This is an optimization exercise on Yosys and OpenROAD, whose aim is small area, a short achievable clock period and few clock cycles per item, not a production implementation.
Where RTL was checked, it was by simulation tests only, not by an equivalence proof against the original.
The clock port is modelled as an ideal driver; clocking choices that lean on that would not hold on a real chip.
Power and IR drop assume default switching activity.

==> inputs of run a <==
==> flow/design.v <==
module fastInvSqrt #(
    parameter INT_WIDTH = 12,       
    parameter FRACT_WIDTH = 4        
    )
    (
    input wire clk,
    input wire rst_n,
    input wire [INT_WIDTH+FRACT_WIDTH-1:0] data_in,
    input wire valid_in,
    output reg ready_in,
    output wire [INT_WIDTH+FRACT_WIDTH-1:0] data_out,
    output reg valid_out,
    input wire ready_out
    );
    localparam WORD_WIDTH = INT_WIDTH + FRACT_WIDTH;
    wire [15:0] x = data_in;
    wire [5:0] s;
    wire n23, n24, n25, n26, n27, n28, n29, n30, n31, n32;
    wire n33, n34, n35, n36, n37, n38, n39, n40, n41, n42;
    wire n43, n44, n45, n46, n47, n48, n49, n50, n51, n52;
    wire n53, n54, n55, n56, n57, n58, n59, n60, n61, n62;
    wire n63, n64, n65, n67, n68, n69, n70, n71, n72, n73;
    wire n74, n75, n76, n77, n78, n79, n80, n81, n82, n83;
    wire n84, n85, n86, n87, n88, n89, n90, n91, n93, n94;
    wire n95, n96, n97, n98, n99, n100, n101, n102, n103, n105;
    wire n107, n109;
    assign n23 = x[4] & x[3];
    assign n24 = ~x[4] & ~x[3];
    assign n25 = ~x[2] & ~n24;
    assign n26 = ~n23 & n25;
    assign n27 = ~x[6] & ~n26;
    assign n28 = ~x[5] & ~n27;
    assign n29 = ~x[2] & ~x[1];
    assign n30 = x[0] & ~n29;
    assign n31 = ~x[1] & ~x[0];
    assign n32 = ~x[5] & ~n31;
    assign n33 = ~n30 & n32;
    assign n34 = x[2] & x[1];
    assign n35 = n24 & ~n34;
    assign n36 = ~n33 & n35;
    assign n37 = x[5] & x[1];
    assign n38 = ~x[2] & ~n37;
    assign n39 = n23 & ~n38;
    assign n40 = ~x[9] & ~n39;
    assign n41 = ~n36 & n40;
    assign n42 = ~x[13] & ~x[6];
    assign n43 = ~n41 & n42;
    assign n44 = ~n28 & ~n43;
    assign n45 = ~x[12] & ~x[11];
    assign n46 = ~x[10] & n45;
    assign n47 = ~x[8] & ~x[7];
    assign n48 = n46 & n47;
    assign n49 = ~n44 & n48;
    assign n50 = ~x[5] & n24;
    assign n51 = ~n34 & n50;
    assign n52 = x[7] & ~n51;
    assign n53 = ~x[7] & n51;
    assign n54 = ~x[8] & ~n53;
    assign n55 = ~n52 & n54;
    assign n56 = ~x[9] & n46;
    assign n57 = ~x[8] & ~x[6];
    assign n58 = n56 & ~n57;
    assign n59 = ~n55 & n58;
    assign n60 = ~x[15] & ~x[14];
    assign n61 = n29 & n53;
    assign n62 = n56 & n61;
    assign n63 = x[13] & ~n62;
    assign n64 = n60 & ~n63;
    assign n65 = ~n59 & n64;
    assign s[0] = ~n49 & n65;
    assign n67 = ~x[13] & n60;
    assign n68 = n56 & n67;
    assign n69 = ~x[7] & ~x[6];
    assign n70 = x[8] & ~n69;
    assign n71 = ~n61 & n70;
    assign n72 = n68 & ~n71;
    assign n73 = ~x[6] & ~x[5];
    assign n74 = x[3] & x[1];
    assign n75 = n73 & n74;
    assign n76 = x[2] & n74;
    assign n77 = ~x[6] & ~x[4];
    assign n78 = ~n76 & n77;
    assign n79 = x[6] & ~n50;
    assign n80 = ~x[3] & ~n29;
    assign n81 = n73 & n80;
    assign n82 = ~n79 & ~n81;
    assign n83 = ~n78 & n82;
    assign n84 = ~n75 & ~n83;
    assign n85 = n55 & n84;
    assign n86 = n72 & ~n85;
    assign n87 = n57 & n61;
    assign n88 = x[10] & x[9];
    assign n89 = ~n87 & n88;
    assign n90 = n45 & n67;
    assign n91 = ~n89 & n90;
    assign s[1] = ~n86 & n91;
    assign n93 = n47 & ~n79;
    assign n94 = n24 & ~n36;
    assign n95 = ~x[4] & x[2];
    assign n96 = n80 & ~n95;
    assign n97 = ~n23 & n73;
    assign n98 = ~n96 & n97;
    assign n99 = ~n94 & n98;
    assign n100 = ~x[3] & n99;
    assign n101 = n73 & ~n95;
    assign n102 = ~n100 & n101;
    assign n103 = n93 & ~n102;
    assign s[2] = n72 & ~n103;
    assign n105 = n68 & n93;
    assign s[3] = ~n99 & n105;
    assign n107 = ~n36 & n98;
    assign s[4] = n105 & n107;
    assign n109 = n47 & n81;
    assign s[5] = n86 & n109;
    reg [5:0] result;    
    wire full_next = valid_in | ~ready_in;   
    always @(posedge clk) begin
        if (!rst_n) begin
            valid_out <= 1'b0;
            ready_in <= 1'b1;
        end else begin
            valid_out <= ready_out & full_next;
            ready_in <= ready_out | ~full_next;
        end
    end
    always @(posedge clk) begin
        if (ready_in) result <= s;
    end
    assign data_out = {{(WORD_WIDTH-7){1'b0}}, result[4] & result[3] & result[2],
                       result[5:1], result[0] ^ result[1]};
endmodule
==> flow/flow/run.sh <==
#!/bin/bash
# The standard layout, except:
#  - synthesis maps the logic with flow/abc_custom.script, a light mapping
#    that keeps the RTL's and-inverter graph, instead of ORFS's
#    abc_speed.script (the rest of the synthesis script is the standard flow's own);
#  - port buffers are buf_1 cells;
#  - the constant outputs share one tie cell;
set -euo pipefail
here=$PWD
# A scripts folder that is ORFS's, with abc_speed.script replaced.
mkdir -p scripts_custom
for f in "$FLOW_HOME"/scripts/*; do ln -sf "$f" scripts_custom/; done
rm -f scripts_custom/abc_speed.script
cp flow/abc_custom.script scripts_custom/abc_speed.script
cat > synth_custom.tcl <<EOT
set ::env(SCRIPTS_DIR) $here/scripts_custom
source $here/synth_recipe.tcl
EOT
bash standard.sh SYNTH_SCRIPT=$here/synth_custom.tcl synth > synth.log 2>&1
bash standard.sh "BUFFER_PORTS_ARGS=-buffer_cell sky130_fd_sc_hd__buf_1" SKIP_REPAIR_TIE_FANOUT=1 POST_CTS_TCL=$here/flow/post_cts.tcl finish > standard.log 2>&1
==> flow/flow/abc_custom.script <==
strash
dch
map
topo
stime -c
==> flow/flow/post_cts.tcl <==
source [file join [file dirname [info script]] sizeopt.tcl]
size_for_area_period $::env(FLOW_PERIOD_NS)
detailed_placement
check_placement -verbose
==> flow/flow/sizeopt.tcl <==
proc so_eval {} {
  estimate_parasitics -placement
  set ends [find_timing_paths -path_delay max -group_path_count $::so_k -endpoint_path_count 1]
  set ws [get_property [lindex $ends 0] slack]
  set sum 0.0
  foreach e $ends { set sum [expr {$sum + [get_property $e slack]}] }
  return [list [expr {[rsz::design_area] * 1e12 * ($::so_period - $ws)}] $sum]
}
proc so_better {a b} {
  lassign $a m1 s1
  lassign $b m2 s2
  if {$m1 < $m2 - 1e-6} { return 1 }
  if {$m1 <= $m2 + 1e-9 && $s1 > $s2 + 1e-6} { return 1 }
  return 0
}
proc so_family {inst} {
  set m [get_name [get_property $inst liberty_cell]]
  if {![regexp {^(sky130_fd_sc_hd__[a-z0-9]+)_(\d+)$} $m -> base drive]} { return {} }
  set out {}
  foreach lc [get_lib_cells ${base}_*] {
    set n [get_name $lc]
    if {[regexp "^${base}_\\d+\$" $n] && $n ne $m} { lappend out $n }
  }
  return $out
}
proc so_skip {inst} {
  set lc [get_property $inst liberty_cell]
  if {$lc eq "" || $lc eq "NULL"} { return 1 }
  return [regexp {df|clkbuf_|conb|tap|fill} [get_name $lc]]
}
proc so_try {inst best} {
  set orig [get_name [get_property $inst liberty_cell]]
  set bestcell $orig
  foreach c [so_family $inst] {
    replace_cell $inst $c
    set v [so_eval]
    if {[so_better $v $best]} { set best $v; set bestcell $c }
  }
  replace_cell $inst $bestcell
  return [list $best [expr {$bestcell ne $orig}] $bestcell]
}
proc size_for_area_period {period {k 8}} {
  set ::so_period $period
  set ::so_k $k
  set best [so_eval]
  puts "sizeopt: start $best"
  for {set pass 0} {$pass < 40} {incr pass} {
    set changed 0
    set insts {}
    foreach e [find_timing_paths -path_delay max -group_path_count $k -endpoint_path_count 1] {
      foreach pt [get_property $e points] {
        if {[catch {set inst [get_cells -of_objects [get_property $pt pin]]}] || $inst eq ""} { continue }
        if {[lsearch -exact $insts [get_name $inst]] < 0} { lappend insts [get_name $inst] }
      }
    }
    foreach name $insts {
      set inst [get_cells $name]
      if {[so_skip $inst]} { continue }
      lassign [so_try $inst $best] best ch cell
      if {$ch} { incr changed; puts "sizeopt: $name -> $cell $best" }
    }
    if {!$changed} { break }
  }
  foreach inst [get_cells *] {
    if {[so_skip $inst]} { continue }
    lassign [so_try $inst $best] best ch cell
    if {$ch} { puts "sizeopt: [get_name $inst] -> $cell $best" }
  }
  puts "sizeopt: end $best"
}
==> flow/standard.sh <==
#!/bin/bash
# synth_recipe.tcl (not shown) runs the flow's synth.tcl, then flattens the netlist and writes it again
# the make line also repeats each setting of config.mk as NAME=value (left out here)
make -C /OpenROAD-flow-scripts/flow DESIGN_CONFIG=/design/flow/config.mk WORK_HOME=/design/flow/orfs CLKGATE_MAP_FILE= SYNTH_SCRIPT=/design/flow/synth_recipe.tcl "${@:-finish}"
==> flow/config.mk <==
export PLATFORM = sky130hd
export DESIGN_NAME = fastInvSqrt
export DESIGN_NICKNAME = fastInvSqrt
export VERILOG_FILES = /design/flow/design.v
export SDC_FILE = /design/flow/constraint.sdc
export NUM_CORES = 4
export LEC_CHECK = 0
export CAP_MARGIN = 20
export CORE_AREA = 2.5 2.5 61.5 61.5
export DIE_AREA = 0 0 64 64
export SLEW_MARGIN = 20
==> flow/constraint.sdc <==
create_clock -name core_clock -period 12.5 [get_ports {clk}]
set_input_delay 2.5000 -clock core_clock [delete_from_list [all_inputs] [get_ports {clk}]]
set_output_delay 2.5000 -clock core_clock [all_outputs]
set_load 0.01 [all_outputs]
==> run b (differences from run a) <==
==> flow/design.v (replaced) <==
module fastInvSqrt #(
    parameter INT_WIDTH = 12,       
    parameter FRACT_WIDTH = 4        
    )
    (
    input wire clk,
    input wire rst_n,
    input wire [INT_WIDTH+FRACT_WIDTH-1:0] data_in,
    input wire valid_in,
    output reg ready_in,
    output wire [INT_WIDTH+FRACT_WIDTH-1:0] data_out,
    output reg valid_out,
    input wire ready_out
    );
    localparam WORD_WIDTH = INT_WIDTH + FRACT_WIDTH;
    wire [15:0] x = data_in;
    wire [5:0] s;
    wire n23, n24, n25, n26, n27, n28, n29, n30, n31, n32;
    wire n33, n34, n35, n36, n37, n38, n39, n40, n41, n42;
    wire n43, n44, n45, n46, n47, n48, n49, n50, n51, n52;
    wire n53, n54, n55, n56, n57, n58, n59, n60, n61, n62;
    wire n63, n64, n65, n66, n67, n68, n70, n71, n72, n73;
    wire n74, n75, n76, n77, n78, n79, n80, n81, n82, n83;
    wire n84, n85, n86, n87, n88, n89, n90, n91, n92, n93;
    wire n95, n96, n97, n98, n99, n100, n101, n103, n104, n105;
    wire n106, n108, n109, n111, n112;
    assign n23 = ~x[15] & ~x[14];
    assign n24 = ~x[13] & n23;
    assign n25 = ~x[12] & ~x[11];
    assign n26 = ~x[10] & n25;
    assign n27 = ~x[9] & n26;
    assign n28 = x[8] & n27;
    assign n29 = n24 & ~n28;
    assign n30 = ~x[4] & ~x[3];
    assign n31 = ~x[5] & n30;
    assign n32 = ~x[2] & ~x[1];
    assign n33 = n31 & n32;
    assign n34 = ~x[8] & ~x[7];
    assign n35 = ~x[6] & n34;
    assign n36 = n33 & n35;
    assign n37 = n23 & n27;
    assign n38 = n36 & n37;
    assign n39 = ~n29 & ~n38;
    assign n40 = ~x[5] & ~x[2];
    assign n41 = ~n30 & ~n40;
    assign n42 = x[0] & n32;
    assign n43 = ~x[1] & ~n42;
    assign n44 = n30 & ~n43;
    assign n45 = ~x[6] & ~x[5];
    assign n46 = x[1] & x[0];
    assign n47 = n45 & ~n46;
    assign n48 = n44 & n47;
    assign n49 = ~n41 & ~n48;
    assign n50 = x[4] & x[3];
    assign n51 = ~n32 & n50;
    assign n52 = ~n49 & ~n51;
    assign n53 = x[2] & x[1];
    assign n54 = ~n50 & ~n53;
    assign n55 = n49 & ~n54;
    assign n56 = ~x[7] & ~n55;
    assign n57 = ~n52 & n56;
    assign n58 = n31 & ~n53;
    assign n59 = x[6] & ~n58;
    assign n60 = ~x[9] & ~n59;
    assign n61 = ~n57 & n60;
    assign n62 = ~x[13] & n26;
    assign n63 = ~x[7] & x[6];
    assign n64 = x[5] & n63;
    assign n65 = x[9] & ~n34;
    assign n66 = ~n64 & ~n65;
    assign n67 = n62 & n66;
    assign n68 = ~n61 & n67;
    assign s[0] = ~n39 & ~n68;
    assign n70 = x[6] & ~n33;
    assign n71 = ~x[7] & ~n70;
    assign n72 = x[8] & ~n71;
    assign n73 = n24 & n27;
    assign n74 = ~n72 & n73;
    assign n75 = ~n31 & n63;
    assign n76 = x[5] & ~x[2];
    assign n77 = x[1] & ~n76;
    assign n78 = ~x[4] & ~n77;
    assign n79 = x[3] & ~n78;
    assign n80 = ~n34 & ~n58;
    assign n81 = ~x[5] & ~n32;
    assign n82 = x[4] & ~n81;
    assign n83 = ~x[6] & ~n82;
    assign n84 = ~n80 & n83;
    assign n85 = ~n79 & n84;
    assign n86 = ~n75 & ~n85;
    assign n87 = ~x[7] & n58;
    assign n88 = ~n86 & ~n87;
    assign n89 = n74 & ~n88;
    assign n90 = x[10] & x[9];
    assign n91 = ~n36 & n90;
    assign n92 = n24 & n25;
    assign n93 = ~n91 & n92;
    assign s[1] = ~n89 & n93;
    assign n95 = n34 & ~n75;
    assign n96 = ~x[3] & n32;
    assign n97 = ~n44 & n96;
    assign n98 = ~x[4] & x[2];
    assign n99 = n45 & ~n98;
    assign n100 = ~n97 & n99;
    assign n101 = n95 & ~n100;
    assign s[2] = n74 & ~n101;
    assign n103 = n73 & n95;
    assign n104 = x[4] & ~n96;
    assign n105 = n45 & ~n104;
    assign n106 = ~n44 & n105;
    assign s[3] = n103 & ~n106;
    assign n108 = ~n42 & n58;
    assign n109 = n105 & ~n108;
    assign s[4] = n103 & n109;
    assign n111 = ~x[6] & ~n32;
    assign n112 = n58 & n111;
    assign s[5] = n103 & n112;
    reg [5:0] result;    
    wire full_next = valid_in | ~ready_in;   
    always @(posedge clk) begin
        if (!rst_n) begin
            valid_out <= 1'b0;
            ready_in <= 1'b1;
        end else begin
            valid_out <= ready_out & full_next;
            ready_in <= ready_out | ~full_next;
        end
    end
    always @(posedge clk) begin
        if (ready_in) result <= s;
    end
    assign data_out = {{(WORD_WIDTH-7){1'b0}}, result[4] & result[3] & result[2],
                       result[5:1], result[0] ^ result[1]};
endmodule
==> flow/flow/abc_custom.script (replaced) <==
strash
dch
map -B 0.2
topo
stime -c
==> qor summary <==
Outcome: run a no timing/DRC/antenna violations; run b no timing/DRC/antenna violations
Post-place setup slack: run a 8430 ps; run b 8690 ps
Synth Cell Area: run a 733 µm²; run b 709 µm²
Met3 Usage GRT: run a 0.0317; run b 0.0194
Switching power as a share of total power: run a 0.293; run b 0.296
Layout cell share with drive strength beyond 1: run a 0.0403; run b 0.0336
Finished Core Util: run a 0.247; run b 0.236
Data arrival time at the worst-slack endpoint: run a 3610 ps; run b 3640 ps
Routability congestion estimate: run a 0.825; run b 0.853
Clock buffer instance count of the final layout: run a 4; run b 3
Slowest library cell on the worst path: run a nor3b_1; run b nor3_1
Drt initial violations: run a 13; run b 31
Comb power: run a 0.0000159 W; run b 0.0000152 W
Multi-input combinational cell count: run a 69; run b 65
Half-perimeter wire length after detailed placement: run a 1.34 mm; run b 1.30 mm
Met2 Wirelength: run a 715 µm; run b 830 µm
Largest stage delay, worst path: run a 280 ps; run b 350 ps
Worst setup path endpoint: run a result[5]; run b result[0]
R2R Setup Slk: run a 11490 ps; run b 11510 ps
Wire length per cell after detailed routing: run a 9.04 µm; run b 9.55 µm
Testbench counts of run b, summed over its fixed seeds: cycles 1,028, items 1,024.
No functional check of the RTL was part of run a.

separate check: timing with driven ports:
How much do the figures lean on ideal ports? The routed layouts below were timed once more, with nothing changed but the port constraints. Step 1, drivers: a clkbuf_16 drives clk and a buf_2 each remaining input, both assumed. Step 2 adds t to the input delays and takes it off the output delays; t is the mean of the earliest and latest rising clock arrival at the registers after step 1. Input paths then give back, and output paths get back, about the clock's delay inside the block. Three values: no drivers, after step 1, after step 2; two values: the first two.
run	t (ns)	setup WS [ns]	latest minus earliest clock arrival (ns)	worst slew at a driven data input, ns
run a	0.269	8.902 / 8.898 / 8.630	0.005 / 0.005	0.03
run b	0.268	8.956 / 8.953 / 8.686	0.000 / 0.001	0.03
After both steps every run listed still meets setup and hold. The setup slack of run a, which loses most, moves by -0.004 ns with the drivers and by -0.272 ns with both steps.
